From an optimization exercise on the open Yosys and OpenROAD flow, aimed at small area; shortcuts taken in it are not production practice.
In this exercise RTL edits were held to simulation tests only and were not proved equivalent to the original.
Power and IR drop assume default switching activity.

==> flow/design.v, too long to show whole: its modules and the start of the top module <==
// module goStickMan: 888 lines
module goStickMan(clk, resetn, go, up, down, plot, x, y, colour, HEX2, HEX1, HEX0);
  // ...
==> flow/flow/run.sh <==
#!/bin/bash
# Own layout flow: the standard ORFS flow (standard.sh) with synthesis and buffering choices:
#  - flow/own.mk is added to the ORFS config: it keeps the half/full adder cells out
#    (DONT_USE_CELLS), so Yosys's adder extraction leaves that logic to ABC, and buffers the
#    ports with the smallest buffer cell;
#  - ABC maps with flow/abc_area.script from several random seeds, run in parallel, and the
#    smallest result is kept (flow/own_synth.tcl).
# Registers, floorplan, power grid, placement, CTS and routing are the standard flow's.
set -euo pipefail
here=$(pwd)
cat config.mk flow/own.mk > own_config.mk
sed "s#source \$::env(SCRIPTS_DIR)/synth.tcl#source $here/flow/own_synth.tcl#" synth_recipe.tcl > own_synth_top.tcl
sed -e "s#DESIGN_CONFIG=[^ ]*#DESIGN_CONFIG=$here/own_config.mk#" \
    -e "s#SYNTH_SCRIPT=[^ ]*#SYNTH_SCRIPT=$here/own_synth_top.tcl#" standard.sh > own_standard.sh
export OWN_ABC_SCRIPT=$here/flow/abc_area.script
export OWN_ABC_DIR=$here/abc_runs
export OWN_ABC_SEEDS="1 2 3 4 5 6 7 8 9 10 11 12 13 14 15 16"
bash own_standard.sh > flow_make.log 2>&1
==> flow/flow/abc_area.script <==
strash
&get -n
&fraig -x
&put
scorr
dc2
strash
&get -n
&deepsyn -T 60 -S @SEED@
&put
strash
&get -n
&dch -f
&nf -a -R 1000 -C 32 -F 8 -A 8 -p
&put
strash
&get -n
&dch -f
&nf -a -R 1000 -C 32 -F 8 -A 8 -p
&put
topo
stime -c
==> flow/flow/own.mk <==
export DONT_USE_CELLS += sky130_fd_sc_hd__ha_1 sky130_fd_sc_hd__fa_1
export BUFFER_PORTS_ARGS = -buffer_cell sky130_fd_sc_hd__buf_1
override export MIN_BUF_CELL_AND_PORTS = sky130_fd_sc_hd__buf_1 A X
==> flow/flow/own_synth.tcl <==
# ORFS's synth.tcl, read and run unchanged except its ABC call: own_abc runs ABC
# on the same input from several random seeds at once (flow/abc_area.script with
# @SEED@ replaced), and keeps the smallest mapped result.
proc own_abc {abc_args} {
  set dir $::env(OWN_ABC_DIR)
  file mkdir $dir
  set rest [lrange $abc_args 2 end]
  # ABC's read_lib / read_constr lines, as Yosys's abc pass writes them
  set readlib "read_lib"
  set lib ""
  set constr ""
  for {set i 0} {$i < [llength $rest]} {incr i} {
    set a [lindex $rest $i]
    if {$a eq "-dont_use"} { incr i; append readlib " -X \"[lindex $rest $i]\"" }
    if {$a eq "-liberty"} { incr i; set lib [lindex $rest $i] }
    if {$a eq "-constr"} { incr i; set constr [lindex $rest $i] }
  }
  append readlib " -w \"$lib\""
  # 1. write ABC's input network
  design -save own_pre
  set f [open $dir/capture.script w]
  puts $f "write_blif $dir/in.blif"
  puts $f "strash"
  puts $f "map"
  close $f
  abc -script $dir/capture.script {*}$rest
  design -load own_pre
  # 2. the seeds, in parallel
  set tf [open $::env(OWN_ABC_SCRIPT)]
  set template [read $tf]
  close $tf
  if {[info exists ::env(YOSYS_EXE)]} {
    set abcbin [file join [file dirname [file normalize $::env(YOSYS_EXE)]] yosys-abc]
  } else {
    set abcbin [auto_execok yosys-abc]
  }
  set sh [open $dir/run_all.sh w]
  foreach s $::env(OWN_ABC_SEEDS) {
    set f [open $dir/seed_$s.script w]
    puts $f [string map [list @SEED@ $s] $template]
    close $f
    set f [open $dir/run_$s.abc w]
    puts $f "read_blif $dir/in.blif"
    puts $f $readlib
    if {$constr ne ""} { puts $f "read_constr -v \"$constr\"" }
    puts $f "source $dir/seed_$s.script"
    puts $f "write_blif $dir/out_$s.blif"
    puts $f "print_stats"
    close $f
    puts $sh "$abcbin -f $dir/run_$s.abc > $dir/log_$s.txt 2>&1"
  }
  close $sh
  set jobs 8
  if {[info exists ::env(NUM_CORES)]} { set jobs $::env(NUM_CORES) }
  set sh [open $dir/run_par.sh w]
  puts $sh "xargs -P $jobs -I CMD bash -c CMD < $dir/run_all.sh"
  close $sh
  exec bash $dir/run_par.sh
  # 3. the smallest
  set best ""
  set best_area 1e30
  foreach s $::env(OWN_ABC_SEEDS) {
    if {![file exists $dir/out_$s.blif]} continue
    set f [open $dir/log_$s.txt]
    set txt [read $f]
    close $f
    if {[regexp {area =\s*([0-9.]+)} [lindex [regexp -all -inline {area =\s*[0-9.]+} $txt] end] -> area]} {
      puts "own_abc: seed $s area $area"
      if {$area < $best_area} { set best_area $area; set best $s }
    }
  }
  if {$best eq ""} { error "own_abc: no ABC run finished" }
  puts "own_abc: keeping seed $best (area $best_area)"
  # 4. take it in through Yosys's abc pass
  set f [open $dir/take.script w]
  puts $f "read_blif $dir/out_$best.blif"
  close $f
  abc -script $dir/take.script {*}$rest
}
set own_f [open $::env(SCRIPTS_DIR)/synth.tcl]
set own_txt [read $own_f]
close $own_f
set own_old {log_cmd abc {*}$abc_args}
if { [string first $own_old $own_txt] < 0 } { error "own_synth.tcl: ABC call not found in synth.tcl" }
set own_txt [string map [list $own_old {own_abc $abc_args}] $own_txt]
eval $own_txt
==> flow/standard.sh <==
#!/bin/bash
# synth_recipe.tcl (not shown) runs the flow's synth.tcl, then flattens the netlist and writes it again
# the make line also repeats each setting of config.mk as NAME=value (left out here)
make -C /OpenROAD-flow-scripts/flow DESIGN_CONFIG=/design/flow/config.mk WORK_HOME=/design/flow/orfs CLKGATE_MAP_FILE= SYNTH_SCRIPT=/design/flow/synth_recipe.tcl "${@:-finish}"
==> flow/config.mk <==
export PLATFORM = sky130hd
export DESIGN_NAME = goStickMan
export DESIGN_NICKNAME = goStickMan
export VERILOG_FILES = /design/flow/design.v
export SDC_FILE = /design/flow/constraint.sdc
export NUM_CORES = 8
export LEC_CHECK = 0
export ABC_AREA = 1
export CAP_MARGIN = 20
export CORE_MARGIN = 2
export CORE_UTILIZATION = 30
export CTS_BUF_LIST = sky130_fd_sc_hd__clkbuf_8
export SLEW_MARGIN = 20
==> flow/constraint.sdc <==
create_clock -name core_clock -period 20.0 [get_ports {clk}]
set_input_delay 4.0000 -clock core_clock [delete_from_list [all_inputs] [get_ports {clk}]]
set_output_delay 4.0000 -clock core_clock [all_outputs]
set_load 0.01 [all_outputs]
==> results.txt, run 1 <==
- The flow ran to the end and the layout has no timing, DRC or antenna violations.
- The global-route track usage on met1 is a little under two fifths.
- Measured on the final layout, the clock distribution area share stands at about 2%.
- The basic-gate share of the synthesized area counting and, or, nand and nor cells is roughly 38%.
- Counting instances, the worst hold path has a depth of 1.
- Buffers inserted to repair hold after CTS numbered 0.
- The area of the multi-input gates is between 0.005 and 0.006 mm².
- The capturing element type of the critical path is a flip-flop.
- Between clock sinks in the finished design, the worst skew comes to between 8 and 9 ps.
- The maximum number of pins on one net before global-route repair is 60.
- Leaving out the clock tree, the finished layout contains an inverter count of 29.
- The iteration count of the initial detailed-routing pass is 9.
- The final layout contains around 1100 nets.
- The worst-case IR drop observed on VDD is roughly 65 µV.
- The layout multi-input combinational cell count is roughly 920.
- The slowest stage of the critical path is the a222oi_1 cell.
- Counting flops with an async set or reset pin after synthesis yields a share of 0%.
- The synthesized netlist contains 60 unique library cells.
- The startpoint class of the critical path is a flip-flop.
- The number of antenna-violating nets in the routed design is 0.
- The overall fraction of global-route tracks in use is 25.9%.
- The area of the placeable core is around 0.02 mm².
- The commonest cells after synthesis are nand2_1 (152), nor2_1 (140), a21oi_1 (101).
- The capturing point of the worst reg2reg path is xr[0].
- Summed over all nets, the half-perimeter wirelength after detailed placement is approximately 22 mm.
- The minimum setup slack after placement is between 10000 and 15000 ps.
- In this run, synthesis produced a sequential element count of 52.
- The power dissipated in combinational cells is between 0.001 and 0.0015 W.
- In this run the worst hold path is classified as flip-flop to flip-flop.
- The worst-case clock buffer depth is 2.
- The H-tree generated during clock tree synthesis spans 2 levels.
- Of the post-synthesis cell area, the dominant cell type holds between 10% and 20%.
- The final critical path time including I/O delays and setup is between 9000 and 10000 ps.
- The detailed route wirelength on metal3 is ~3.5 mm.
==> run 2: changes to the inputs <==
--- a/flow/design.v
+++ b/flow/design.v
@@ -31,26 +31,28 @@
   assign y = hold ? (isW ? 7'd56 : 7'd48) : yr - 7'd14 - (low ? 7'd48 : 7'd0) - ((seg == S_SPRE) ? 7'd4 : 7'd0);
   wire pclr = (ph == PH_PCLR);
   wire active = !pclr || game;
   wire blkseg = seg[3];
   wire [1:0] bj = seg[1:0];                 
   function [3:0] nib; input [1:0] s; input [11:0] sc;
     nib = (s == 2'd1) ? sc[3:0] : (s == 2'd2) ? sc[7:4] : sc[11:8];
   endfunction
+  function [4:0] dbx5; input [1:0] s;       
+    dbx5 = (s == 2'd1) ? 5'd24 : (s == 2'd2) ? 5'd18 : 5'd12;
+  endfunction
   function [7:0] dbx; input [1:0] s;        
     dbx = (s == 2'd1) ? 8'd152 : (s == 2'd2) ? 8'd146 : 8'd140;
   endfunction
   wire [3:0] nseg = (seg == S_PREF) ? S_SC : (seg == S_PREW) ? S_SPR :
                     (seg == 4'd3) ? (isE ? S_SPRE : S_SPR) :
                     (seg == S_SPR) ? S_B3 : seg[3] ? seg - 4'd1 : seg + 4'd1;
   wire [3:0] dcur = nib(seg[1:0], score);
   wire [3:0] dnext = nib(nseg[1:0], score);
-  wire [2:0] sk = nseg[2:0];
-  wire [3:0] sv = nseg[2] ? {1'b0, pose} : dnext;
+  wire [1:0] sk = {nseg[2], nseg[0]};
   wire [7:0] dbase = dbx(seg[1:0]);
   wire [2:0] col = xr[2:0] - dbase[2:0];
   wire rh_n0 = ~xr[2];
   wire rh_n1 = ~xr[1] & rh_n0;
   wire rh_n2 = ~xr[0] & rh_n1;
   wire rh_n3 = ~xr[3] & rh_n2;
   wire rh_n4 = ~xr[0];
   wire rh_n5 = pose[0] ? rh_n4 : rh_n3;
@@ -620,122 +622,81 @@
   wire rd_n115 = col[1] ? rd_n114 : rd_n99;
   wire rd_n116 = ~dcur[2] & rd_n23;
   wire rd_n117 = col[1] ? rd_n65 : rd_n116;
   wire rd_n118 = col[0] ? rd_n117 : rd_n115;
   wire rd_n119 = ~dcur[2];
   wire rd_n120 = col[1] ? rd_n114 : rd_n119;
   wire rd_n121 = col[0] ? rd_n73 : rd_n120;
   wire [31:0] rd = {1'b0, rd_n121, rd_n118, rd_n113, rd_n109, rd_n93, rd_n77, rd_n74, rd_n67, rd_n58, 1'b0, 1'b0, 1'b0, 1'b0, 1'b0, 1'b0, 1'b0, 1'b0, 1'b0, 1'b0, 1'b0, 1'b0, 1'b0, 1'b0, 1'b0, 1'b1, rd_n47, rd_n44, rd_n41, rd_n37, rd_n26, rd_n15};
-  wire st_n0 = ~sv[0];
-  wire st_n1 = ~sv[1] | st_n0;
-  wire st_n2 = sv[2] | st_n1;
-  wire st_n3 = sv[0];
-  wire st_n4 = sv[3] ? st_n3 : st_n2;
-  wire st_n5 = sk[0] & st_n4;
-  wire st_n6 = sk[1] ? st_n4 : st_n5;
-  wire st_n7 = ~sk[2] & st_n6;
-  wire st_n8 = sv[3] & st_n0;
-  wire st_n9 = sk[0] & st_n8;
-  wire st_n10 = sk[1] ? st_n8 : st_n9;
-  wire st_n11 = ~sk[2] & st_n10;
-  wire st_n12 = sv[1] & st_n3;
-  wire st_n13 = sv[2] ? st_n3 : st_n12;
-  wire st_n14 = sv[3] ? st_n0 : st_n13;
-  wire st_n15 = ~sk[0] | st_n14;
-  wire st_n16 = sk[1] ? st_n14 : st_n15;
-  wire st_n17 = sv[1] & st_n0;
-  wire st_n18 = sv[1];
-  wire st_n19 = sv[2] ? st_n18 : st_n17;
-  wire st_n20 = sk[0] | st_n19;
-  wire st_n21 = sk[2] ? st_n20 : st_n16;
-  wire st_n22 = ~sv[1];
-  wire st_n23 = sv[1] ? st_n0 : st_n3;
-  wire st_n24 = sv[2] ? st_n23 : st_n22;
-  wire st_n25 = sv[3] ? st_n3 : st_n24;
-  wire st_n26 = sk[0] & st_n25;
-  wire st_n27 = sk[1] ? st_n25 : st_n26;
-  wire st_n28 = sv[2] ? st_n1 : st_n22;
-  wire st_n29 = sk[0] | st_n28;
-  wire st_n30 = sk[2] ? st_n29 : st_n27;
-  wire st_n31 = sv[1] | st_n3;
-  wire st_n32 = sv[2] ? st_n31 : st_n1;
-  wire st_n33 = sv[3] | st_n32;
-  wire st_n34 = sk[0] & st_n33;
-  wire st_n35 = sk[1] ? st_n33 : st_n34;
-  wire st_n36 = sv[2] | st_n22;
-  wire st_n37 = ~sk[0] & st_n36;
-  wire st_n38 = sk[2] ? st_n37 : st_n35;
-  wire st_n39 = ~sv[1] & st_n0;
-  wire st_n40 = sv[2] ? st_n23 : st_n39;
-  wire st_n41 = sv[3] ? st_n3 : st_n40;
-  wire st_n42 = ~sk[0] | st_n41;
-  wire st_n43 = sk[1] ? st_n41 : st_n42;
-  wire st_n44 = ~sv[1] | st_n3;
-  wire st_n45 = sv[2] ? st_n44 : st_n1;
-  wire st_n46 = sk[0] | st_n45;
-  wire st_n47 = sk[2] ? st_n46 : st_n43;
-  wire st_n48 = sv[1] ? st_n3 : st_n0;
-  wire st_n49 = sv[2] ? st_n48 : st_n31;
-  wire st_n50 = sv[3] ? st_n0 : st_n49;
-  wire st_n51 = sk[0] & st_n50;
-  wire st_n52 = sk[1] ? st_n50 : st_n51;
-  wire st_n53 = sv[2] ? st_n12 : st_n18;
-  wire st_n54 = sk[0] | st_n53;
-  wire st_n55 = sk[2] ? st_n54 : st_n52;
-  wire st_n56 = ~sv[2] & st_n17;
-  wire st_n57 = ~sv[3] & st_n56;
-  wire st_n58 = ~sk[0] | st_n57;
-  wire st_n59 = sk[1] ? st_n57 : st_n58;
-  wire st_n60 = ~sk[0] & st_n19;
-  wire st_n61 = sk[2] ? st_n60 : st_n59;
-  wire st_n62 = sv[2] ? st_n12 : st_n3;
-  wire st_n63 = ~sv[3] & st_n62;
-  wire st_n64 = sk[0] & st_n63;
-  wire st_n65 = sv[2] ? st_n1 : st_n0;
-  wire st_n66 = sv[3] | st_n65;
-  wire st_n67 = sk[0] ? st_n63 : st_n66;
-  wire st_n68 = sk[1] ? st_n67 : st_n64;
-  wire st_n69 = ~sk[0] & st_n18;
-  wire st_n70 = sk[2] ? st_n69 : st_n68;
-  wire st_n71 = ~sk[0] | st_n8;
-  wire st_n72 = sv[3] ? st_n0 : st_n62;
-  wire st_n73 = ~sv[3] | st_n3;
-  wire st_n74 = sk[0] ? st_n73 : st_n72;
-  wire st_n75 = sk[1] ? st_n74 : st_n71;
-  wire st_n76 = sk[0];
-  wire st_n77 = sk[2] ? st_n76 : st_n75;
-  wire st_n78 = sk[0] & st_n73;
-  wire st_n79 = ~sk[1] | st_n78;
-  wire st_n80 = ~sk[2] & st_n79;
-  wire st_n81 = ~sk[1] | st_n71;
-  wire st_n82 = ~sk[0];
-  wire st_n83 = sk[2] ? st_n82 : st_n81;
-  wire st_n84 = sk[0] | st_n22;
-  wire st_n85 = sk[2] & st_n84;
-  wire st_n86 = ~sk[2];
-  wire [16:0] st = {st_n86, st_n85, st_n85, st_n83, st_n80, st_n77, st_n70, st_n61, 1'b1, 1'b0, st_n55, st_n47, st_n38, st_n30, st_n21, st_n11, st_n7};
-  wire df_n0 = dcur[0];
-  wire df_n1 = ~dcur[0];
-  wire df_n2 = dcur[1] ? df_n1 : df_n0;
-  wire df_n3 = ~dcur[3] & df_n2;
-  wire df_n4 = dcur[1] ? df_n0 : df_n1;
+  wire st_n0 = ~sk[1];
+  wire st_n1 = pose[1] | st_n0;
+  wire st_n2 = ~pose[1] | st_n0;
+  wire st_n3 = pose[2] | st_n2;
+  wire st_n4 = pose[0] ? st_n3 : st_n1;
+  wire st_n5 = sk[1];
+  wire st_n6 = ~pose[1] & st_n5;
+  wire st_n7 = pose[2] ? st_n5 : st_n6;
+  wire st_n8 = pose[0] ? st_n6 : st_n7;
+  wire st_n9 = pose[1] & st_n5;
+  wire st_n10 = pose[2] & st_n9;
+  wire st_n11 = pose[0] ? st_n10 : st_n7;
+  wire st_n12 = ~pose[2] | st_n2;
+  wire st_n13 = pose[0] ? st_n3 : st_n12;
+  wire st_n14 = ~pose[2] & st_n9;
+  wire st_n15 = pose[0] ? st_n5 : st_n14;
+  wire st_n16 = pose[2] ? st_n1 : st_n0;
+  wire st_n17 = pose[0] ? st_n16 : st_n1;
+  wire st_n18 = pose[0] ? st_n2 : st_n0;
+  wire st_n19 = ~pose[0] | st_n1;
+  wire [14:0] st = {st_n0, st_n6, st_n6, st_n19, st_n0, st_n18, st_n9, st_n17, 1'b1, 1'b0, st_n15, st_n13, st_n11, st_n8, st_n4};
+  wire ds_n0 = ~dnext[0];
+  wire ds_n1 = ~dnext[1] | ds_n0;
+  wire ds_n2 = dnext[2] | ds_n1;
+  wire ds_n3 = dnext[0];
+  wire ds_n4 = dnext[3] ? ds_n3 : ds_n2;
+  wire ds_n5 = dnext[3] & ds_n0;
+  wire ds_n6 = dnext[1] & ds_n3;
+  wire ds_n7 = dnext[2] ? ds_n3 : ds_n6;
+  wire ds_n8 = dnext[3] ? ds_n0 : ds_n7;
+  wire ds_n9 = ~dnext[1];
+  wire ds_n10 = dnext[1] ? ds_n0 : ds_n3;
+  wire ds_n11 = dnext[2] ? ds_n10 : ds_n9;
+  wire ds_n12 = dnext[3] ? ds_n3 : ds_n11;
+  wire ds_n13 = dnext[1] | ds_n3;
+  wire ds_n14 = dnext[2] ? ds_n13 : ds_n1;
+  wire ds_n15 = dnext[3] | ds_n14;
+  wire ds_n16 = ~dnext[1] & ds_n0;
+  wire ds_n17 = dnext[2] ? ds_n10 : ds_n16;
+  wire ds_n18 = dnext[3] ? ds_n3 : ds_n17;
+  wire ds_n19 = dnext[1] ? ds_n3 : ds_n0;
+  wire ds_n20 = dnext[2] ? ds_n19 : ds_n13;
+  wire ds_n21 = dnext[3] ? ds_n0 : ds_n20;
+  wire ds_n22 = dnext[1] & ds_n0;
+  wire ds_n23 = ~dnext[2] & ds_n22;
+  wire ds_n24 = ~dnext[3] & ds_n23;
+  wire ds_n25 = dnext[2] ? ds_n6 : ds_n3;
+  wire ds_n26 = ~dnext[3] & ds_n25;
+  wire [11:0] ds = {ds_n5, ds_n26, ds_n24, 1'b1, 1'b0, ds_n21, ds_n18, ds_n15, ds_n12, ds_n8, ds_n5, ds_n4};
+  wire df_n0 = ~dcur[0];
+  wire df_n1 = dcur[3] | df_n0;
+  wire df_n2 = dcur[0];
+  wire df_n3 = dcur[1] ? df_n2 : df_n1;
+  wire df_n4 = dcur[1] ? df_n0 : df_n2;
   wire df_n5 = dcur[2] ? df_n4 : df_n3;
-  wire df_n6 = dcur[1] & df_n0;
-  wire df_n7 = dcur[2] & df_n6;
-  wire df_n8 = ~dcur[1] & df_n1;
-  wire df_n9 = dcur[2] & df_n8;
-  wire df_n10 = ~dcur[2] | df_n2;
-  wire df_n11 = ~dcur[1] & df_n0;
-  wire df_n12 = ~dcur[3] & df_n11;
-  wire df_n13 = ~dcur[2] & df_n12;
-  wire df_n14 = dcur[1] | df_n1;
-  wire df_n15 = dcur[3] | df_n14;
-  wire df_n16 = dcur[2] | df_n15;
-  wire [6:0] df = {df_n16, df_n13, df_n13, df_n10, df_n9, df_n7, df_n5};
+  wire df_n6 = ~dcur[3] & df_n2;
+  wire df_n7 = dcur[1] ? df_n0 : df_n6;
+  wire df_n8 = ~dcur[1] & df_n0;
+  wire df_n9 = dcur[2] ? df_n8 : df_n7;
+  wire df_n10 = ~dcur[2] | df_n4;
+  wire df_n11 = ~dcur[1] & df_n6;
+  wire df_n12 = ~dcur[2] & df_n11;
+  wire df_n13 = dcur[1] | df_n1;
+  wire df_n14 = dcur[2] | df_n13;
+  wire [9:0] df = {df_n14, df_n12, df_n12, 1'b1, 1'b0, 1'b1, 1'b0, df_n10, df_n9, df_n5};
   function [6:0] seg7;
     input [3:0] i;
     reg seg7_t_n0, seg7_t_n1, seg7_t_n2, seg7_t_n3, seg7_t_n4, seg7_t_n5, seg7_t_n6, seg7_t_n7, seg7_t_n8, seg7_t_n9, seg7_t_n10, seg7_t_n11, seg7_t_n12, seg7_t_n13, seg7_t_n14, seg7_t_n15, seg7_t_n16, seg7_t_n17;
     begin
       seg7_t_n0 = i[2];
       seg7_t_n1 = ~i[1] & seg7_t_n0;
       seg7_t_n2 = ~i[3];
       seg7_t_n3 = ~i[2] & seg7_t_n2;
@@ -783,37 +744,44 @@
   wire end_scan = !any & last;
   wire col_end = (xr[2:0] == {b[1:0], 1'b0});
   wire row_end = (yr[3:0] == (fl[bj] ? 4'd6 : 4'd15));
   wire wrap = low && (seg[1:0] != 2'd0) && (pass != 2'd2);
   wire seg_end = (seg == S_PREF) || (seg == S_PREW) || (blkseg ? (col_end & row_end) : (end_scan & !wrap));
   wire frame_end = (seg == S_SPR && isW && fe_w) ||
                    (seg == S_SPRE && fe_e) ||
                    (seg == S_B0 && row_end && xr[2:0] == {b[1:0], 1'b1});
+  wire [2:0] dcol = seg_end ? ds[11:9] : (pass == 2'd0) ? 3'd1 : df[9:7];
+  wire [4:0] dxs = dbx5(seg_end ? nseg[1:0] : seg[1:0]) + {2'b00, dcol};
+  wire bstep = pclr || (blkseg && !seg_end);
+  wire b3 = seg_end && (nseg == S_B3);
+  reg [7:0] kx;
+  always @(*) begin
+    if (bstep) kx = col_end ? 8'd4 : -8'd1;
+    else if (b3) kx = 8'd124;
+    else if (seg_end) kx = -8'd36;
+    else if (any) kx = 8'd0;
+    else kx = -{5'd0, dxn};
+  end
+  wire [7:0] xs = (b3 ? {2'b00, b, 1'b0} : xr) + kx;
   reg [7:0] nx; reg [6:0] ny; reg [1:0] npass;
   always @(*) begin
-    npass = pass;
+    npass = pass; nx = xs;
     if (pclr && !game) begin  
       nx = 8'd48; ny = 7'd70;
-    end else if (pclr) begin  
-      if (col_end) begin nx = xr + 8'd4; ny = yr - 7'd1; end
-      else begin nx = xr - 8'd1; ny = yr; end
-    end else if (seg_end) begin
-      if (!nseg[3]) begin nx = st[16:9]; ny = st[8:2]; npass = st[1:0]; end
-      else if (nseg == S_B3) begin nx = {b, 1'b0} + 8'd124; ny = fl[3] ? 7'd68 : 7'd93; end
-      else begin nx = xr - 8'd36; ny = fl[nseg[1:0]] ? 7'd68 : 7'd93; end
-    end else if (blkseg) begin
-      if (col_end) begin nx = xr + 8'd4; ny = yr - 7'd1; end
-      else begin nx = xr - 8'd1; ny = yr; end
+    end else if (bstep) ny = col_end ? yr - 7'd1 : yr;    
+    else if (seg_end) begin
+      if (!nseg[3] && !nseg[2] && nseg[1:0] != 2'd0) begin  
+        nx = {3'b100, dxs}; ny = ds[8:2]; npass = ds[1:0];
+      end else if (!nseg[3]) begin nx = st[14:7]; ny = st[6:0]; end
+      else ny = fl[nseg[1:0]] ? 7'd68 : 7'd93;
     end else if (end_scan) begin  
       npass = pass + 2'd1;
-      if (pass == 2'd0) begin nx = dbase + 8'd1; ny = 7'd86; end
-      else begin nx = dbase + df[6:4]; ny = 7'd77 + df[3:0]; end
-    end else if (any) begin nx = xr; ny = {2'b10, rn}; end
-    else begin nx = xr - {5'd0, dxn}; ny = {2'b10, ytn}; end
+      nx = {3'b100, dxs}; ny = (pass == 2'd0) ? 7'd86 : df[6:0];
+    end else ny = {2'b10, any ? rn : ytn};
   end
   wire collide = game & (ph == PH_CLR) & (b >= 5'd4) & (b <= 5'd9) & (fl[0] ? (pose != P_S) : (pose != P_J));
   reg [2:0] npose; reg [1:0] nph; reg [3:0] nsg;
   always @(*) begin
     npose = pose; nph = ph;
     nsg = (active && seg_end) ? nseg : seg;
     case (ph)
       PH_PRE: begin nph = PH_DRAW; nsg = isW ? S_PREW : S_PREF; end
--- a/flow/config.mk
+++ b/flow/config.mk
@@ -5,9 +5,10 @@
 export SDC_FILE = /design/flow/constraint.sdc
 export NUM_CORES = 8
 export LEC_CHECK = 0
 export ABC_AREA = 1
 export CAP_MARGIN = 20
 export CORE_MARGIN = 2
 export CORE_UTILIZATION = 30
 export CTS_BUF_LIST = sky130_fd_sc_hd__clkbuf_8
+export GPL_TIMING_DRIVEN = 0
 export SLEW_MARGIN = 20
==> run 2 against run 1 <==
Net effect:
- still clean
- hold slack got worse by 18 ps
- sequential power grew 18%
- combinational power is 25% lower
- die area down 5.5%
- sequential share of layout area increased by 1.2 points
- via count is 8.9% lower
- final area down 7.0%
==> results.txt, run 2 <==
- Result of the run: finished clean (unchanged).
- The largest clock skew in the final design is 14.3 ps (was 8.89 ps).
- The number of distinct library cell variants in the gate-level netlist after synthesis is 58 (was 60).
- The most frequent cell on the critical path was nand3_1 (was nor2_1).
- The root buffer cell was clkbuf_8 (unchanged).
- The total inserted antenna cells came to 0 (was 1).
- The via count was 7913 (was 8687).
- The maximum VDD drop is 84.1 µV (was 65.2 µV).
- The number of antenna-violating nets in the routed design is 0 (unchanged).
- The capturing element type of the critical path is a flip-flop (unchanged).
- The worst slew slack as a fraction of its limit is 19.6% (was 28.2%).
- The arrival time of the worst setup path was 10730 ps (was 9380 ps).
- The CTS tree is built (unchanged).
- The post-route fraction of the period consumed by the critical path is 52.5% (was 46.0%).
- The flip-flop count of the largest register, all copies and words added is 12 (unchanged).
- The worst-case clock buffer depth is 2 (unchanged).
- The dominant synthesized flop cell is dfxtp_1 (unchanged).
- The clock network fraction of total power is 5.3% (was 6.4%).
- The number of design-rule violations left by the first detailed-router iteration came to 1123 (was 1322).
- The startpoint-to-endpoint class of the critical path is flip-flop to flip-flop (unchanged).
- The share of the yosys chip area belonging to registers is 17.9% (was 16.9%).
- The die footprint came to 0.0209 mm² (was 0.0221 mm²).
- The worst setup path endpoint is xr[7] (was xr[0]).
- The overall fraction of global-route tracks in use came to 23.5% (was 25.9%).
- The total of buffers placed on input and output ports is 44 (unchanged).
- The count of buffers added by post-CTS timing repair for setup came to 0 (unchanged).
- The area of the multi-input gates is 0.00477 mm² (was 0.00512 mm²).
- The most common cell after layout, fill and taps aside is nand2_1 (unchanged).
- The library cell occupying the most area in the post-synthesis netlist is dfxtp_1 (unchanged).
- The sequential cell area in the final layout is 0.00107 mm² (was 0.00106 mm²).
- Cells taking the most area after synthesis: dfxtp_1 (17%), nand2_1 (8.9%), nor2_1 (8.0%) (was dfxtp_1 (16%), nand2_1 (9.1%), nor2_1 (8.4%)).
- The average cell area after synthesis is 6.32 µm² (was 6.25 µm²).
- The via density per instance came to 6.29 (was 6.45).
- The total I/O pin count is 45 (unchanged).
- The final routed wire length divided by cell count is 19.7 µm (was 21.9 µm).
- The post-synthesis to final-layout area growth is 10.9% (was 12.6%).
- The maximum level of the CTS H-tree came to 2 (unchanged).
- The logic gate share of total power is 75.7% (was 80.8%).
- The total standard cell area after synthesis is 0.00594 mm² (was 0.00629 mm²).
- The highest-delay cell along the critical path is a2111oi_1 (was a222oi_1).
- The number of resized instances in the post-cts repair step is 0 (unchanged).
- The wire length of the first global-routing pass came to 38.8 mm (was 45.1 mm).
- The final net count is 998 (was 1080).
- The remaining global-route overflow came to 0 (unchanged).
- Most common library cells after synthesis: nand2_1 (140), nor2_1 (127), o21ai_0 (95) (was nand2_1 (152), nor2_1 (140), a21oi_1 (101)).
- The transition at the pin with the smallest max-transition slack is 1200 ps (was 1070 ps).
- The achievable frequency is 95.2 MHz (was 109 MHz).
- The start point of the critical path is seg[0] (unchanged).
- The capturing point of the worst reg2reg path is xr[7] (was xr[0]).
- The sequential share of power is 19.0% (was 12.8%).
- The latest clock arrival within the worst-skew pair is 320 ps (was 330 ps).
- The initial antenna violation count is 0 (was 1).
- The instance count of the mapped netlist is 939 (was 1006).
- The startpoint class of the critical path is a flip-flop (unchanged).
- The number of cells in the design after placement is 1251 (was 1336).
- The fraction of layout cells with a size suffix above 1 is 1.61% (was 2.88%).
- The most frequent cell after synthesis is nand2_1 (unchanged).
- The overall power consumption is 0.00114 W (was 0.00144 W).
- The number of hold buffers added after CTS is 0 (unchanged).
- The share of synthesized flip-flops with an asynchronous set or reset is 0% (unchanged).
- The number of enable flip-flop cells after synthesis came to 2 (unchanged).
- The number of global-route vias before repair came to 6907 (was 7629).
- The switching share of power is 60.9% (was 61.3%).
- The number of design rule violations left after detail routing came to 0 (unchanged).
- The required arrival time at the worst endpoint is 20230 ps (was 20190 ps).
- The post-synthesis sequential element count is 52 (unchanged).
- The initial standard-cell utilization of the core is 30.5% (was 30.8%).
- The post-route non-filler standard cell count was 1259 (was 1347).
- The class of the worst hold path is flip-flop to flip-flop (unchanged).
- The fraction of synthesized cell area taken by the top area cell type is 16.9% (was 15.9%).
- The leakage power came to 2.26 nW (was 2.41 nW).
- The final setup violation count is 0 (unchanged).
- The height of the chip is 145 µm (was 149 µm).
- The register ranked first by flip-flop count is score (unchanged).
- The biggest cell delay along the critical path is 880 ps (was 960 ps).
- Biggest regs: score (12), xr (8), yr (7) (unchanged).
- Most frequent cells in the layout: nand2_1 (140), nor2_1 (126), o21ai_0 (95) (was nand2_1 (152), nor2_1 (140), a21oi_1 (101)).
- The number of slew-limit violations in the final report is 0 (unchanged).
- The worst reg2reg path startpoint is seg[0] (unchanged).
- The reported net switching power is 0.000696 W (was 0.000880 W).
- RSZ-0062 raised after global routing: no (unchanged).
- The number of maximum-capacitance constraint violations is 0 (unchanged).
- The die width is 145 µm (was 149 µm).
- The number of clock sinks came to 52 (unchanged).
- The row count is 51 (was 52).
- The total nets after synthesis is 944 (was 1011).
- The clock buffer count from CTS is 5 (unchanged).
- The fill cell total of the finished layout is 2178 (was 2246).
- The final critical path time including I/O delays and setup was 10510 ps (was 9190 ps).
- The detailed-placement wirelength estimate came to 18.5 mm (was 22.1 mm).
- The final RePlAce weighted congestion came to 1.00 (was 1.06).
- The total internal power is 0.000446 W (was 0.000556 W).
- The total wirelength of the detailed-routed design is 24.8 mm (was 29.4 mm).
- The number of hold violations in the final report is 0 (unchanged).
- The maximum number of pins on one net before global-route repair was 41 (was 60).
- The total of warnings raised by yosys was 1 (unchanged).
- The iteration count of the initial detailed-routing pass is 6 (was 9).
- The setup slack of the worst register-to-register path is 9490 ps (was 10810 ps).
- The setup total negative slack is 0 ps (unchanged).
- The maximum fanout count along the critical path is 13 (was 20).
- The total power per unit cell area is 174 mW/mm² (was 203 mW/mm²).
- The number of cells on the worst reg-to-reg path is 35 (was 25).
- The area of the placeable core is 0.0195 mm² (was 0.0204 mm²).
- The clock slew seen by the registers of the worst setup and hold paths came to 100 ps (was 110 ps).
[run 2: cell types whose count changed after synthesis, moves of 5 or more]
cell / delta
a21oi_1: -13
nand2_1: -12
or3_1: -10
a21boi_0: +7
nor2_1: -13
a31oi_1: -7
a222oi_1: -5
and2_0: +5
xnor2_1: -8
[run 2: logic make-up (layout without fill, tap and decap cells)]
kind of cell | after synthesis | count (layout) | synth area share, %
AOI/OAI and AO/OA | 352 | 352 | 37.9
xor gates and xnor gates | 27 | 27 | 3.98
adders and majority gates | 1 | 1 | 0.169
buffers and inverters | 30 | 85 | 1.90
DFF | 52 | 52 | 17.9
muxes | 6 | 6 | 1.03
and+or+nand+nor | 471 | 471 | 37.2
[run 2: metal layers]
layer / vias to the layer above / global-route usage (%) / share of wire (%)
met5: - / 0 / 0
met4: 0 / 9.35 / 4.3
met3: 98 / 3.88 / 11
met2: 540 / 33.5 / 40
met1: 3610 / 34.8 / 44
li1: 3665 / - / -
[run 2: worst min path at each step]
stage / startpoint / to / slack (ps) / cells past startpoint
after floorplan: lfsr[1] / lfsr[2] / 410 / 1
after global placement: lfsr[1] / lfsr[2] / 420 / 1
after detailed placement: lfsr[1] / lfsr[2] / 420 / 1
after CTS: lfsr[1] / lfsr[2] / 450 / 1
after global routing: lfsr[1] / lfsr[2] / 480 / 1
final: lfsr[1] / lfsr[2] / 440 / 1
[run 2: stage by stage]
step	cell area (µm²)	setup WS (ps)	hold slack (ps)	utilization [%]
after CTS	6580	9800	450	33.8
after detailed placement	6500	9850	419	33.4
after global placement	6430	9180	415	33.1
final	6580	9490	440	33.8
after floorplan	5940	11720	407	-
after global routing	6580	8450	482	33.8
[run 2: power by group through the flow]
stage	Clock, W	Sequential, W	Combinational [W]
3_3_place_gp	0	0.000230	0.000806
2_1_floorplan	0	0.000188	0.000588
5_1_grt	0.0000660	0.000219	0.000939
6_report	0.0000604	0.000217	0.000865
4_1_cts	0.0000616	0.000211	0.000832
3_5_place_dp	0	0.000213	0.000825
[run 2: final cells by class]
cell class | instances | area share [%]
Buffer | 3 | 0.171
Clock buffer | 5 | 1.05
Clock inverter | 3 | 0.190
Inverter | 27 | 1.54
Multi-Input combinational cell | 857 | 72.5
Sequential cell | 52 | 16.2
Tap cell | 265 | 5.04
Timing Repair Buffer | 47 | 3.34
[run 2: critical path: cells and delay by family, from the launching register on]
family,cells,cell delay (ps)
xor+xnor,2,250
compound gates,15,4280
flops,1,580
mux,1,390
buf+inv,1,90
fa+ha+maj,1,370
simple gates,15,4400
==> run 3: changes to the inputs <==
==> flow/flow/run.sh (replaced) <==
#!/bin/bash
# Own layout flow: the standard ORFS flow (standard.sh) with synthesis and buffering choices:
#  - flow/own.mk is added to the ORFS config: it keeps the half/full adder cells out
#    (DONT_USE_CELLS), so Yosys's adder extraction leaves that logic to ABC; it buffers the
#    ports, and the wires Yosys would leave as assignments, with the smallest buffer cell;
#    and it builds the clock tree from clkbuf_8 cells without dummy loads;
#  - ABC maps with flow/abc_area.script from several random seeds, run in parallel, and the
#    smallest result is kept (flow/own_synth.tcl).
# Registers, floorplan, power grid, placement, clock tree and routing come from the standard
# flow's steps.
set -euo pipefail
here=$(pwd)
cat config.mk flow/own.mk > own_config.mk
sed "s#source \$::env(SCRIPTS_DIR)/synth.tcl#source $here/flow/own_synth.tcl#" synth_recipe.tcl > own_synth_top.tcl
sed -e "s#DESIGN_CONFIG=[^ ]*#DESIGN_CONFIG=$here/own_config.mk#" \
    -e "s#SYNTH_SCRIPT=[^ ]*#SYNTH_SCRIPT=$here/own_synth_top.tcl#" standard.sh > own_standard.sh
export OWN_ABC_SCRIPT=$here/flow/abc_area.script
export OWN_ABC_DIR=$here/abc_runs
export OWN_ABC_SEEDS="1 2 3 4 5 6 7 8 9 10 11 12 13 14 15 16 17 18 19 20 21 22 23 24"
bash own_standard.sh > flow_make.log 2>&1
==> flow/flow/own.mk (replaced) <==
export DONT_USE_CELLS += sky130_fd_sc_hd__ha_1 sky130_fd_sc_hd__fa_1
export BUFFER_PORTS_ARGS = -buffer_cell sky130_fd_sc_hd__buf_1
override export MIN_BUF_CELL_AND_PORTS = sky130_fd_sc_hd__buf_1 A X
export CTS_ARGS = -sink_clustering_enable -repair_clock_nets -buf_list sky130_fd_sc_hd__clkbuf_8 -dont_use_dummy_load
==> run 3 against run 2 <==
Net effect:
- synthesized cell count up 3.3%
- highest routed layer unchanged
- clock-buffer cell count stayed put
- sequential power up 12%
- global-route usage up 0.61 points
- register-to-register slack improved by 940 ps
- critical endpoint unchanged
- non-clock buffer count down 2
- wire length grew 8.4%
- still clean
==> results.txt, run 3 <==
- The clock slew seen by the registers of the worst setup and hold paths is 90 ps (was 100 ps).
- The worst reg2reg path startpoint is xr[3] (was seg[0]).
- The most utilized layer in the global route result is met2 (was met1).
- The average cell area after synthesis is 6.18 µm² (was 6.32 µm²).
- Cells taking the most area after synthesis: dfxtp_1 (17%), nor2_1 (9.6%), nand2_1 (9.5%) (was dfxtp_1 (17%), nand2_1 (8.9%), nor2_1 (8.0%)).
- The largest clock skew in the final design is 10.6 ps (was 14.3 ps).
- The flip-flop count of the largest register, all copies and words added is 12 (unchanged).
- The final routed wire length divided by cell count is 20.9 µm (was 19.7 µm).
- The startpoint-to-endpoint class of the critical path is flip-flop to flip-flop (unchanged).
- The final setup violation count came to 0 (unchanged).
- The number of hold violations in the final report came to 0 (unchanged).
- The area of the placeable core is 0.0195 mm² (about the same).
- The total wirelength of the detailed-routed design is 26.9 mm (was 24.8 mm).
- The leakage power is 2.18 nW (was 2.26 nW).
- Most frequent cells in the layout: nor2_1 (154), nand2_1 (152), a21oi_1 (103) (was nand2_1 (140), nor2_1 (126), o21ai_0 (95)).
- The overall power consumption was 0.00130 W (was 0.00114 W).
- The smallest hold slack is 449 ps (was 440 ps).
- The startpoint class of the critical path is a flip-flop (unchanged).
- The worst slew slack as a fraction of its limit came to 22.2% (was 19.6%).
- The remaining global-route overflow is 0 (unchanged).
- The maximum number of pins on one net before global-route repair came to 36 (was 41).
- The routing usage on met3 is 3.13% (was 3.88%).
- The required arrival time at the worst endpoint is 20260 ps (was 20230 ps).
- The worst setup path endpoint is xr[7] (unchanged).
- The number of maximum-capacitance constraint violations was 0 (unchanged).
- The number of cells on the worst reg-to-reg path is 32 (was 35).
- The number of enable flip-flop cells after synthesis came to 2 (unchanged).
- The share of synthesized flip-flops with an asynchronous set or reset came to 0% (unchanged).
- The setup slack of the critical path after layout was 10440 ps (was 9490 ps).
- The most common cell after layout, fill and taps aside is nor2_1 (was nand2_1).
- The worst-case clock buffer depth is 2 (unchanged).
- The achievable frequency is 105 MHz (was 95.2 MHz).
- The initial antenna violation count came to 0 (unchanged).
- The total I/O pin count is 45 (unchanged).
- The fraction of layout cells with a size suffix above 1 is 1.18% (was 1.61%).
- The logic gate share of total power is 76.9% (was 75.7%).
- The total power per unit cell area is 196 mW/mm² (was 174 mW/mm²).
- The post-synthesis to final-layout area growth is 10.1% (was 10.9%).
- The count of buffers added by post-CTS timing repair for setup came to 0 (unchanged).
- The post-synthesis sequential element count is 52 (unchanged).
- The total of buffers placed on input and output ports is 44 (unchanged).
- The setup slack of the worst register-to-register path is 10440 ps (was 9490 ps).
- The die width is 145 µm (about the same).
- The number of distinct library cell variants in the gate-level netlist after synthesis is 59 (was 58).
- The dominant synthesized flop cell is dfxtp_1 (unchanged).
- The via density per instance is 6.35 (was 6.29).
- The CTS tree was built (unchanged).
- The instance count of the mapped netlist was 970 (was 939).
- The iteration count of the initial detailed-routing pass is 5 (was 6).
- The via count is 8155 (was 7913).
- The post-route fraction of the period consumed by the critical path was 47.8% (was 52.5%).
- The number of design rule violations left after detail routing is 0 (unchanged).
- The number of design-rule violations left by the first detailed-router iteration is 993 (was 1123).
- The height of the chip is 145 µm (about the same).
- The capturing point of the worst reg2reg path is xr[7] (unchanged).
- The maximum fanout count along the critical path is 33 (was 13).
- The number of global-route vias before repair was 7433 (was 6907).
- The capturing element type of the critical path is a flip-flop (unchanged).
- The class of the worst hold path is flip-flop to flip-flop (unchanged).
- The start point of the critical path is xr[3] (was seg[0]).
- The library cell occupying the most area in the post-synthesis netlist is dfxtp_1 (unchanged).
- The row count is 51 (unchanged).
- The total internal power is 0.000486 W (was 0.000446 W).
- The transition at the pin with the smallest max-transition slack came to 1160 ps (was 1200 ps).
- The total inserted antenna cells came to 0 (unchanged).
- Result of the run: finished clean (unchanged).
- The final critical path time including I/O delays and setup is 9560 ps (was 10510 ps).
- The arrival time of the worst setup path is 9820 ps (was 10730 ps).
- The clock network fraction of total power is 4.3% (was 5.3%).
- The number of resized instances in the post-cts repair step is 0 (unchanged).
- The final net count is 1027 (was 998).
- The overall fraction of global-route tracks in use is 24.1% (was 23.5%).
- The number of slew-limit violations in the final report came to 0 (unchanged).
- The initial standard-cell utilization of the core is 30.7% (was 30.5%).
- The maximum level of the CTS H-tree was 2 (unchanged).
- RSZ-0062 raised after global routing: no (unchanged).
- The global-route track usage on met1 came to 31.0% (was 34.8%).
- The clock buffer count from CTS came to 5 (unchanged).
- Biggest regs: score (12), xr (8), yr (7) (unchanged).
- The total of warnings raised by yosys is 1 (unchanged).
- Most common library cells after synthesis: nor2_1 (154), nand2_1 (152), a21oi_1 (103) (was nand2_1 (140), nor2_1 (127), o21ai_0 (95)).
- The maximum VDD drop is 69.3 µV (was 84.1 µV).
- The switching share of power is 62.6% (was 60.9%).
- The latest clock arrival within the worst-skew pair is 310 ps (was 320 ps).
- The register ranked first by flip-flop count is score (unchanged).
- The detailed-placement wirelength estimate came to 19.9 mm (was 18.5 mm).
- The fraction of synthesized cell area taken by the top area cell type is 16.7% (was 16.9%).
- The biggest cell delay along the critical path came to 970 ps (was 880 ps).
- The root buffer cell is clkbuf_8 (unchanged).
- The die footprint is 0.0211 mm² (was 0.0209 mm²).
- The number of antenna-violating nets in the routed design came to 0 (unchanged).
- The reported net switching power is 0.000812 W (was 0.000696 W).
- The number of clock sinks was 52 (unchanged).
- The number of hold buffers added after CTS is 0 (unchanged).
- The total standard cell area after synthesis is 0.00600 mm² (was 0.00594 mm²).
- The wire length of the first global-routing pass came to 41.5 mm (was 38.8 mm).
- The cell depth of the worst min-delay path is 1 (unchanged).
- The minimum setup slack after placement is 10890 ps (was 9850 ps).
- The fill cell total of the finished layout is 2241 (was 2178).
- The final RePlAce weighted congestion is 1.01 (was 1.00).
- The total nets after synthesis is 975 (was 944).
- The most frequent cell after synthesis is nor2_1 (was nand2_1).
- The share of the yosys chip area belonging to registers came to 17.7% (was 17.9%).
- The met2 global-route usage was 39.4% (was 33.5%).
- The setup total negative slack is 0 ps (unchanged).
- The sequential share of power is 18.8% (was 19.0%).
- The highest-delay cell along the critical path is nor2_1 (was a2111oi_1).
==> run 3: cell count changes after synthesis, sizes merged, moves of 5 or more <==
cell / before / now
nand2: 140 / 152
and2: 23 / 10
nor2b: 24 / 19
nand2b: 30 / 22
a21oi: 88 / 103
or3: 5 / 13
nand4: 3 / 8
o211ai: 6 / 12
nor2: 127 / 154
==> run 3: worst min-delay path by stage <==
stage                  from      end  slack, ps
finish              lfsr[1]  lfsr[2]        450
global route        lfsr[1]  lfsr[2]        480
CTS                 lfsr[1]  lfsr[2]        450
detailed placement  lfsr[1]  lfsr[2]        430
global placement    lfsr[1]  lfsr[2]        420
floorplan           lfsr[1]  lfsr[2]        410
==> run 3: cell families after synthesis <==
kind of cell           after synthesis  share of synthesized area [%]
XOR/XNOR                            24                           3.51
flip-flops                          52                           17.7
buffers and inverters               29                           1.82
AO/OA/AOI/OAI                      366                           38.3
multiplexers                        10                           1.69
AND/OR/NAND/NOR                    489                           37.0
==> run 3: final cells by class <==
type	count	area [µm²]	share of cell area (%)
tap	265	332	5.02
sequential	52	1070	16.2
clock buffer	5	68.8	1.04
inverter	26	97.6	1.48
multi-input combinational	889	4830	73.2
buffer	3	11.3	0.171
timing repair buffer	45	193	2.92
==> run 3: through the flow <==
| step | utilization [%] | std cells | instance area [µm²] |
|---|---|---|---|
| after floorplan | - | 970 | 6000 |
| after global routing | 33.8 | 1285 | 6600 |
| after detailed placement | 33.4 | 1280 | 6530 |
| final | 33.8 | 1285 | 6600 |
| after CTS | 33.8 | 1285 | 6600 |
| after global placement | 33.3 | 1279 | 6490 |
==> run 3: power by group through the flow <==
stage	combinational, W	clock (W)	sequential, W
finish	0.000998	0.0000561	0.000243
global route	0.00108	0.0000618	0.000247
CTS	0.000964	0.0000579	0.000235
detailed placement	0.000958	0	0.000237
global placement	0.000955	0	0.000244
floorplan	0.000689	0	0.000195
==> run 3: metal layers <==
layer,vias to the layer above,part of all wire [%]
met3,113,8.6
met1,3779,41
met5,-,0
li1,3771,-
met4,0,5.3
met2,492,45
==> run 3: critical path, delay by kind of cell, from the launching register on <==
family | cells | cell delay (ps)
AOI/OAI and AO/OA | 14 | 2930
buffers and inverters | 1 | 650
DFF | 1 | 820
muxes | 2 | 650
and+or+nand+nor | 15 | 4410
==> run 4: changes to the inputs <==
--- a/flow/flow/abc_area.script
+++ b/flow/flow/abc_area.script
@@ -6,7 +6,7 @@
 dc2
 strash
 &get -n
-&deepsyn -T 60 -S @SEED@
+&deepsyn -J 200 -T 3000 -S @SEED@
 &put
 strash
 &get -n
--- a/flow/config.mk
+++ b/flow/config.mk
@@ -8,7 +8,7 @@
 export ABC_AREA = 1
 export CAP_MARGIN = 20
 export CORE_MARGIN = 2
-export CORE_UTILIZATION = 30
+export CORE_UTILIZATION = 50
 export CTS_BUF_LIST = sky130_fd_sc_hd__clkbuf_8
 export GPL_TIMING_DRIVEN = 0
 export SLEW_MARGIN = 20
==> run 4 against run 3 <==
Net effect:
- synthesized cell count down 3.1%
- cell count down 12%
- register-to-register slack got worse by 320 ps
- sequential power fell by 9.5%
- critical endpoint unchanged
==> results.txt, run 4 <==
- Result of the run: finished clean (unchanged).
- The start point of the worst hold path was lfsr[1] (unchanged).
- The average cell area after synthesis is 6.19 µm² (was 6.18 µm²).
- The via density per instance is 7.26 (was 6.35).
- Biggest regs: score (12), xr (8), yr (7) (unchanged).
- The final routed wire length divided by cell count is 23.1 µm (was 20.9 µm).
- The total power per unit cell area came to 172 mW/mm² (was 196 mW/mm²).
- The highest-delay cell along the critical path is a222oi_1 (was nor2_1).
- RSZ-0062 raised after global routing: no (unchanged).
- The startpoint-to-endpoint class of the critical path is flip-flop to flip-flop (unchanged).
- Most common library cells after synthesis: nor2_1 (140), nand2_1 (135), a21oi_1 (108), o21ai_0 (108), dfxtp_1 (50) (was nor2_1 (154), nand2_1 (152), a21oi_1 (103)).
- The number of cells on the worst reg-to-reg path was 31 (was 32).
- The achievable frequency is 101 MHz (was 105 MHz).
- The post-synthesis to final-layout area growth is 8.04% (was 10.1%).
- The row count is 39 (was 51).
- The clock network fraction of total power came to 5.1% (was 4.3%).
- The CTS tree is built (unchanged).
- The biggest cell delay along the critical path is 890 ps (was 970 ps).
- The largest clock skew in the final design is 28.9 ps (was 10.6 ps).
- The most common cell after layout, fill and taps aside is nor2_1 (unchanged).
- The sequential cell area in the final layout was 0.00106 mm² (was 0.00107 mm²).
- The number of distinct library cell variants in the gate-level netlist after synthesis was 58 (was 59).
- The total inserted antenna cells is 0 (unchanged).
- The wire length of the first global-routing pass is 40.1 mm (was 41.5 mm).
- The overall fraction of global-route tracks in use is 39.9% (was 24.1%).
- The required arrival time at the worst endpoint is 20190 ps (was 20260 ps).
- The area of the multi-input gates was 0.00466 mm² (was 0.00483 mm²).
- The clock buffer count from CTS was 5 (unchanged).
- The dominant synthesized flop cell is dfxtp_1 (unchanged).
- The number of hold buffers added after CTS is 0 (unchanged).
- The final setup violation count is 0 (unchanged).
- The share of the yosys chip area belonging to registers is 18.2% (was 17.7%).
- The sequential share of power is 20.4% (was 18.8%).
- The total of warnings raised by yosys is 1 (unchanged).
- The via count was 8243 (was 8155).
- The number of design rule violations left after detail routing is 0 (unchanged).
- The detailed-placement wirelength estimate came to 19.5 mm (was 19.9 mm).
- The class of the worst hold path is flip-flop to flip-flop (unchanged).
- The total of buffers placed on input and output ports is 44 (unchanged).
- The number of hold violations in the final report came to 0 (unchanged).
- The total wirelength of the detailed-routed design is 26.2 mm (was 26.9 mm).
- The initial standard-cell utilization of the core is 51.2% (was 30.7%).
- The share of synthesized flip-flops with an asynchronous set or reset is 0% (unchanged).
- The arrival time of the worst setup path is 10070 ps (was 9820 ps).
- The final net count is 999 (was 1027).
- The number of resized instances in the post-cts repair step is 0 (unchanged).
- The latest clock arrival within the worst-skew pair is 320 ps (was 310 ps).
- The fraction of layout cells with a size suffix above 1 is 1.31% (was 1.18%).
- The maximum VDD drop came to 76.8 µV (was 69.3 µV).
- The worst slew slack as a fraction of its limit came to 23.8% (was 22.2%).
- The placed cell area is 0.00621 mm² (was 0.00653 mm²).
- The number of enable flip-flop cells after synthesis is 2 (unchanged).
- The maximum level of the CTS H-tree was 2 (unchanged).
- The height of the chip is 112 µm (was 145 µm).
- The worst-case hold path end point is lfsr[2] (unchanged).
- The capturing point of the worst reg2reg path is xr[7] (unchanged).
- The flip-flop count of the largest register, all copies and words added is 12 (unchanged).
- The worst-case clock buffer depth is 2 (unchanged).
- The iteration count of the initial detailed-routing pass is 9 (was 5).
- The count of buffers added by post-CTS timing repair for setup was 0 (unchanged).
- The register ranked first by flip-flop count is score (unchanged).
- The initial antenna violation count is 0 (unchanged).
- The total internal power was 0.000419 W (was 0.000486 W).
- The total nets after synthesis is 945 (was 975).
- The leakage power is 2.22 nW (was 2.18 nW).
- The fraction of the core area covered by cells at the end of the flow came to 55.3% (was 33.8%).
- The logic gate share of total power is 74.5% (was 76.9%).
- The root buffer cell is clkbuf_8 (unchanged).
- The setup slack of the worst register-to-register path is 10120 ps (was 10440 ps).
- The maximum fanout count along the critical path was 13 (was 33).
- The die width is 112 µm (was 145 µm).
- The most frequent cell on the critical path is nor2_1.
- The maximum number of pins on one net before global-route repair is 37 (was 36).
- The transition at the pin with the smallest max-transition slack is 1140 ps (was 1160 ps).
- The total standard cell area after synthesis is 0.00582 mm² (was 0.00600 mm²).
- The fill cell total of the finished layout was 1145 (was 2241).
- The number of clock sinks is 52 (unchanged).
- The post-route fraction of the period consumed by the critical path is 49.4% (was 47.8%).
- The number of maximum-capacitance constraint violations is 0 (unchanged).
- The worst reg2reg path startpoint is seg[1] (was xr[3]).
- The number of design-rule violations left by the first detailed-router iteration is 1318 (was 993).
- The start point of the critical path is seg[1] (was xr[3]).
- The final critical path time including I/O delays and setup is 9890 ps (was 9560 ps).
- The number of slew-limit violations in the final report is 0 (unchanged).
- Cells taking the most area after synthesis: dfxtp_1 (17%), a21oi_1 (9.3%), o21ai_0 (9.3%) (was dfxtp_1 (17%), nor2_1 (9.6%), nand2_1 (9.5%)).
- The die footprint is 0.0125 mm² (was 0.0211 mm²).
- The area of the placeable core came to 0.0114 mm² (was 0.0195 mm²).
- The total I/O pin count is 45 (unchanged).
- The final RePlAce weighted congestion is 1.01 (about the same).
- The setup total negative slack was 0 ps (unchanged).
- The startpoint class of the critical path was a flip-flop (unchanged).
- The post-synthesis sequential element count was 52 (unchanged).
- The design area is 0.00629 mm² (was 0.00660 mm²).
- The switching share of power is 61.3% (was 62.6%).
- The capturing element type of the critical path is a flip-flop (unchanged).
- The remaining global-route overflow is 0 (unchanged).
- The cell depth of the worst min-delay path was 1 (unchanged).
- The clock slew seen by the registers of the worst setup and hold paths is 100 ps (was 90 ps).
- The instance count of the mapped netlist is 940 (was 970).
- The number of antenna-violating nets in the routed design was 0 (unchanged).
- Most frequent cells in the layout: nor2_1 (139), nand2_1 (135), o21ai_0 (108), a21oi_1 (108) (was nor2_1 (154), nand2_1 (152), a21oi_1 (103)).
- The library cell occupying the most area in the post-synthesis netlist is dfxtp_1 (unchanged).
- The reported net switching power is 0.000662 W (was 0.000812 W).
- The fraction of synthesized cell area taken by the top area cell type is 17.2% (was 16.7%).
- The number of global-route vias before repair is 7611 (was 7433).
- The most frequent cell after synthesis is nor2_1 (unchanged).
run 4: how the worst max path moves through the flow:
stage                     endpoint
after CTS                    xr[7]
final                        xr[7]
after detailed placement     xr[7]
after floorplan              xr[7]
after global placement       xr[6]
after global routing         xr[7]
run 4: kinds of logic (layout without fill, tap and decap cells):
logic type | count (synthesis) | count (layout) | synth area share [%]
xor+xnor | 24 | 24 | 3.61
mux | 5 | 5 | 0.860
simple gates | 475 | 475 | 38.0
flops | 52 | 52 | 18.2
buf+inv | 28 | 80 | 1.81
compound gates | 356 | 356 | 37.5
run 4: per-layer routing:
metal | global-route usage (%) | share of wire, % | wire length (µm)
met1 | 47.1 | 36 | 9340
met2 | 65.2 | 45 | 11700
met3 | 8.22 | 12 | 3080
met4 | 26.5 | 7.9 | 2070
met5 | 2.35 | 0 | 0
run 4: worst max-delay path: cells and delay by family (launching register included):
family | cells | cell delay (ps)
compound gates | 15 | 4870
simple gates | 14 | 3970
flops | 1 | 550
buf+inv | 2 | 370
run 4: power by group through the flow:
stage / clock [W] / combinational, W / sequential [W]
floorplan: 0 / 0.000547 / 0.000180
global placement: 0 / 0.000746 / 0.000219
detailed placement: 0 / 0.000761 / 0.000215
CTS: 0.0000557 / 0.000767 / 0.000212
global route: 0.0000577 / 0.000864 / 0.000221
finish: 0.0000554 / 0.000805 / 0.000220
run 4: stage by stage:
stage / hold WS, ps / instances / power [W] / worst slack, ps
global placement: 431 / 1127 / 0.000965 / 9610
detailed placement: 434 / 1129 / 0.000976 / 10590
global route: 475 / 1135 / 0.00114 / 9560
finish: 459 / 1135 / 0.00108 / 10120
floorplan: 414 / 940 / 0.000727 / 12420
CTS: 463 / 1134 / 0.00104 / 10490
run 4: final cells by class:
| cell class | count | share of cell area, % |
|---|---|---|
| Multi-Input combinational cell | 860 | 74.2 |
| Tap cell | 143 | 2.85 |
| Buffer | 3 | 0.179 |
| Clock buffer | 5 | 1.09 |
| Inverter | 25 | 1.49 |
| Sequential cell | 52 | 16.9 |
| Timing Repair Buffer | 47 | 3.30 |
==> run 5: changes to the inputs <==
--- a/flow/flow/run.sh
+++ b/flow/flow/run.sh
@@ -16,5 +16,5 @@
     -e "s#SYNTH_SCRIPT=[^ ]*#SYNTH_SCRIPT=$here/own_synth_top.tcl#" standard.sh > own_standard.sh
 export OWN_ABC_SCRIPT=$here/flow/abc_area.script
 export OWN_ABC_DIR=$here/abc_runs
-export OWN_ABC_SEEDS="1 2 3 4 5 6 7 8 9 10 11 12 13 14 15 16 17 18 19 20 21 22 23 24"
+export OWN_ABC_SEEDS="1 2 3 4 5 6 7 8 9 10 11 12 13 14 15 16"
 bash own_standard.sh > flow_make.log 2>&1
--- a/flow/flow/abc_area.script
+++ b/flow/flow/abc_area.script
@@ -6,7 +6,7 @@
 dc2
 strash
 &get -n
-&deepsyn -J 200 -T 3000 -S @SEED@
+&deepsyn -J 100 -T 1800 -S @SEED@
 &put
 strash
 &get -n
--- a/flow/config.mk
+++ b/flow/config.mk
@@ -8,7 +8,7 @@
 export ABC_AREA = 1
 export CAP_MARGIN = 20
 export CORE_MARGIN = 2
-export CORE_UTILIZATION = 50
+export CORE_UTILIZATION = 30
 export CTS_BUF_LIST = sky130_fd_sc_hd__clkbuf_8
 export GPL_TIMING_DRIVEN = 0
 export SLEW_MARGIN = 20
==> run 5 against run 4 <==
Net effect:
- still clean
- clock-buffer cell count did not move
- cell count increased by 10%
- global-route usage shrank 15 points
- worst setup slack got worse by 2.9 ps
- synthesized area rose by 0.43%
- wire length decreased by 1.2%
- first-iteration DRC count shrank 14%
- non-clock buffer count down 2
- final area is 2.2% higher
- critical endpoint unchanged
==> results.txt, run 5 <==
- Result of the run: finished clean (unchanged).
- The maximum level of the CTS H-tree is 2 (unchanged).
- The flip-flop count of the largest register, all copies and words added came to 12 (unchanged).
- The largest clock skew in the final design came to 16.6 ps (was 28.9 ps).
- The height of the chip was 144 µm (was 112 µm).
- The average cell area after synthesis was 6.27 µm² (was 6.19 µm²).
- The post-synthesis sequential element count was 52 (unchanged).
- The total of warnings raised by yosys is 1 (unchanged).
- The dominant synthesized flop cell is dfxtp_1 (unchanged).
- The total of buffers placed on input and output ports was 44 (unchanged).
- The final net count came to 990 (was 999).
- The worst-case hold path end point was lfsr[2] (unchanged).
- The transition at the pin with the smallest max-transition slack is 1070 ps (was 1140 ps).
- The leakage power came to 2.24 nW (was 2.22 nW).
- The number of design rule violations left after detail routing is 0 (unchanged).
- The detailed-placement wirelength estimate is 19.3 mm (was 19.5 mm).
- The number of antenna-violating nets in the routed design is 0 (unchanged).
- The post-route non-filler standard cell count was 1248 (was 1135).
- The area of the placeable core is 0.0193 mm² (was 0.0114 mm²).
- The number of cells on the worst reg-to-reg path was 35 (was 31).
- The number of slew-limit violations in the final report was 0 (unchanged).
- The capturing point of the worst reg2reg path is xr[7] (unchanged).
- The sequential cell area in the final layout was 0.00107 mm² (was 0.00106 mm²).
- The number of clock sinks is 52 (unchanged).
- The startpoint class of the critical path is a flip-flop (unchanged).
- The instance count of the mapped netlist is 933 (was 940).
- The number of distinct library cell variants in the gate-level netlist after synthesis is 55 (was 58).
- The total standard cell area after synthesis is 0.00585 mm² (was 0.00582 mm²).
- The biggest cell delay along the critical path was 880 ps (was 890 ps).
- The design area is 0.00643 mm² (was 0.00629 mm²).
- The maximum number of pins on one net before global-route repair was 39 (was 37).
- The number of enable flip-flop cells after synthesis is 2 (unchanged).
- The most common cell after layout, fill and taps aside was nor2_1 (unchanged).
- The via count was 7813 (was 8243).
- Cells taking the most area after synthesis: dfxtp_1 (17%), nor2_1 (9.1%), o21ai_0 (9.0%) (was dfxtp_1 (17%), a21oi_1 (9.3%), o21ai_0 (9.3%)).
- The fraction of the core area covered by cells at the end of the flow is 33.3% (was 55.3%).
- The achievable frequency came to 101 MHz (about the same).
- The row count came to 51 (was 39).
- The highest-delay cell along the critical path is nor2b_1 (was a222oi_1).
- The cell depth of the worst min-delay path is 1 (unchanged).
- The remaining global-route overflow is 0 (unchanged).
- The worst reg2reg path startpoint is seg[0] (was seg[1]).
- The area fraction in compound gates after synthesis is 35.0% (was 37.5%).
- The total inserted antenna cells is 0 (unchanged).
- The final setup violation count came to 0 (unchanged).
- The final critical path time including I/O delays and setup is 9890 ps (about the same).
- The area of the multi-input gates is 0.00471 mm² (was 0.00466 mm²).
- The total wirelength of the detailed-routed design is 25.9 mm (was 26.2 mm).
- The share of synthesized flip-flops with an asynchronous set or reset is 0% (unchanged).
- The basic-gate share of the synthesized area counting and, or, nand and nor cells is 39.5% (was 38.0%).
- The capturing element type of the critical path is a flip-flop (unchanged).
- The start point of the worst hold path is lfsr[1] (unchanged).
- The maximum fanout count along the critical path is 17 (was 13).
- The post-route fraction of the period consumed by the critical path is 49.4% (about the same).
- The most frequent cell after synthesis is nor2_1 (unchanged).
- The total I/O pin count is 45 (unchanged).
- The initial standard-cell utilization of the core is 30.3% (was 51.2%).
- The number of hold buffers added after CTS is 0 (unchanged).
- The post-synthesis to final-layout area growth was 9.93% (was 8.04%).
- The die footprint is 0.0206 mm² (was 0.0125 mm²).
- The number of design-rule violations left by the first detailed-router iteration came to 1129 (was 1318).
- The number of global-route vias before repair is 7084 (was 7611).
- The number of cells in the design after placement came to 1243 (was 1129).
- The maximum VDD drop is 57.4 µV (was 76.8 µV).
- The CTS tree is built (unchanged).
- The clock slew seen by the registers of the worst setup and hold paths is 100 ps (about the same).
- The fraction of synthesized cell area taken by the top area cell type is 17.1% (was 17.2%).
- The required arrival time at the worst endpoint is 20200 ps (was 20190 ps).
- The final routed wire length divided by cell count was 20.8 µm (was 23.1 µm).
- The final RePlAce weighted congestion is 1.06 (was 1.01).
- The register ranked first by flip-flop count is score (unchanged).
- The wire length of the first global-routing pass was 39.9 mm (was 40.1 mm).
- The startpoint-to-endpoint class of the critical path is flip-flop to flip-flop (unchanged).
- The total power per unit cell area is 173 mW/mm² (was 172 mW/mm²).
- The latest clock arrival within the worst-skew pair was 320 ps (about the same).
- The library cell occupying the most area in the post-synthesis netlist is dfxtp_1 (unchanged).
- The die width is 144 µm (was 112 µm).
- The multiplexer area fraction after synthesis is 1.05% (was 0.860%).
- The clock buffer count from CTS was 5 (unchanged).
- The overall fraction of global-route tracks in use is 24.8% (was 39.9%).
- The root buffer cell is clkbuf_8 (unchanged).
- The setup total negative slack is 0 ps (unchanged).
- The arrival time of the worst setup path is 10090 ps (was 10070 ps).
- The xor/xnor share of the synthesized area is 4.79% (was 3.61%).
- RSZ-0062 raised after global routing: no (unchanged).
- The share of the yosys chip area belonging to registers is 18.2% (about the same).
- The number of resized instances in the post-cts repair step is 0 (unchanged).
- The count of buffers added by post-CTS timing repair for setup came to 0 (unchanged).
- The placed cell area is 0.00636 mm² (was 0.00621 mm²).
- The setup slack of the worst register-to-register path is 10110 ps (was 10120 ps).
- Most frequent cells in the layout: nor2_1 (141), nand2_1 (134), o21ai_0 (104) (was nor2_1 (139), nand2_1 (135), o21ai_0 (108), a21oi_1 (108)).
- The number of hold violations in the final report is 0 (unchanged).
- The via density per instance is 6.26 (was 7.26).
- The number of maximum-capacitance constraint violations is 0 (unchanged).
- The initial antenna violation count is 0 (unchanged).
- The worst-case clock buffer depth came to 2 (unchanged).
- The worst slew slack as a fraction of its limit is 28.6% (was 23.8%).
- The dominant combinational cell family by area after synthesis is simple AND/OR/NAND/NOR gates (unchanged).
- The class of the worst hold path was flip-flop to flip-flop (unchanged).
- The most frequent cell on the critical path is nand2_1 (was nor2_1).
- Biggest regs: score (12), xr (8), yr (7) (unchanged).
- The iteration count of the initial detailed-routing pass is 6 (was 9).
- The fraction of the mapped netlist area in adder cells came to 0.171% (was 0%).
- The fraction of layout cells with a size suffix above 1 is 1.32% (was 1.31%).
- The total nets after synthesis is 938 (was 945).
- The fill cell total of the finished layout is 2208 (was 1145).
- Most common library cells after synthesis: nor2_1 (142), nand2_1 (134), o21ai_0 (105) (was nor2_1 (140), nand2_1 (135), a21oi_1 (108), o21ai_0 (108), dfxtp_1 (50)).
## run 5: changes by cell type in the layout (fill, tap and decap cells not counted), moves of 4 or more
cell,delta
nand3b_1,-6
nand2b_1,+12
o32ai_1,+5
o21ai_0,-4
a21oi_1,-30
o31ai_1,+5
o211ai_1,-4
clkinv_1,-8
nor2b_1,+4
a21o_1,+4
a22oi_1,+7
nor3_1,+6
xnor2_1,+8
nand3_1,+5
## run 5: critical path, delay by kind of cell (launching register included)
kind                      cells  cell delay, ps
muxes                         1             130
AOI/OAI and AO/OA            14            3540
and+or+nand+nor              18            4940
buffers and inverters         1             280
DFF                           1             730
xor gates and xnor gates      1             170
## run 5: routing by layer
metal	vias to the layer above	share of wire, %	global-route usage [%]
met5	-	0	0
li1	3595	-	-
met3	112	10	4.57
met1	3583	41	33.5
met4	0	5.7	13.3
met2	523	42	37.3
## run 5: metrics by stage
stage / setup slack [ps] / power (W) / hold WS, ps
floorplan: 12990 / 0.000764 / 414
global placement: 10230 / 0.00102 / 418
detailed placement: 10480 / 0.00101 / 420
CTS: 10410 / 0.00107 / 442
global route: 9370 / 0.00119 / 462
finish: 10110 / 0.00111 / 442
## run 5: layout make-up
type / count / area share (%)
Buffer: 3 / 0.175
Clock buffer: 5 / 1.07
Inverter: 17 / 0.993
Multi-Input combinational cell: 861 / 73.3
Sequential cell: 52 / 16.6
Tap cell: 265 / 5.16
Timing Repair Buffer: 45 / 2.65
## run 5: logic make-up after synthesis
group                      count (synthesis)
buffers and inverters                     20
xor gates and xnor gates                  32
muxes                                      6
and+or+nand+nor                          494
DFF                                       52
adders and majority gates                  1
AOI/OAI and AO/OA                        328
## run 5: worst max path at each step
stage,start,end,cells past startpoint
after floorplan,seg[0],xr[7],34
after global placement,seg[0],xr[7],34
after detailed placement,seg[0],xr[7],35
after CTS,seg[0],xr[7],35
after global routing,seg[0],xr[7],35
final,seg[0],xr[7],35
## run 5: report_power, final
group / internal [W] / switching (W) / leakage, nW
combinational: 0.000281 / 0.000539 / 1.77
sequential: 0.000129 / 0.000104 / 0.429
clock: 0.0000227 / 0.0000337 / 0.0359

[separate check: timing with driven ports]
In the flow no input, the clock included, has a driving cell. The finished layouts below were timed again as built, in two steps. Step 1, drivers: a clkbuf_16 drives clk and a buf_2 each remaining input, both assumed. Step 2, shift: input delay + t, output delay - t, t = (earliest + latest rising clock arrival at the registers) / 2. This alone moves slack from input paths to output paths. a / b / c = no drivers / after step 1 / after step 2; a / b = the first two.
run | t (ns) | setup slack, ns
run 1 | 0.357 | 10.809 / 10.809 / 10.809
run 2 | 0.345 | 9.495 / 9.495 / 9.495
run 3 | 0.337 | 10.437 / 10.437 / 10.437
run 4 | 0.338 | 10.115 / 10.115 / 10.115
run 5 | 0.337 | 10.112 / 10.112 / 10.112
After both steps setup and hold are still met in every run listed.
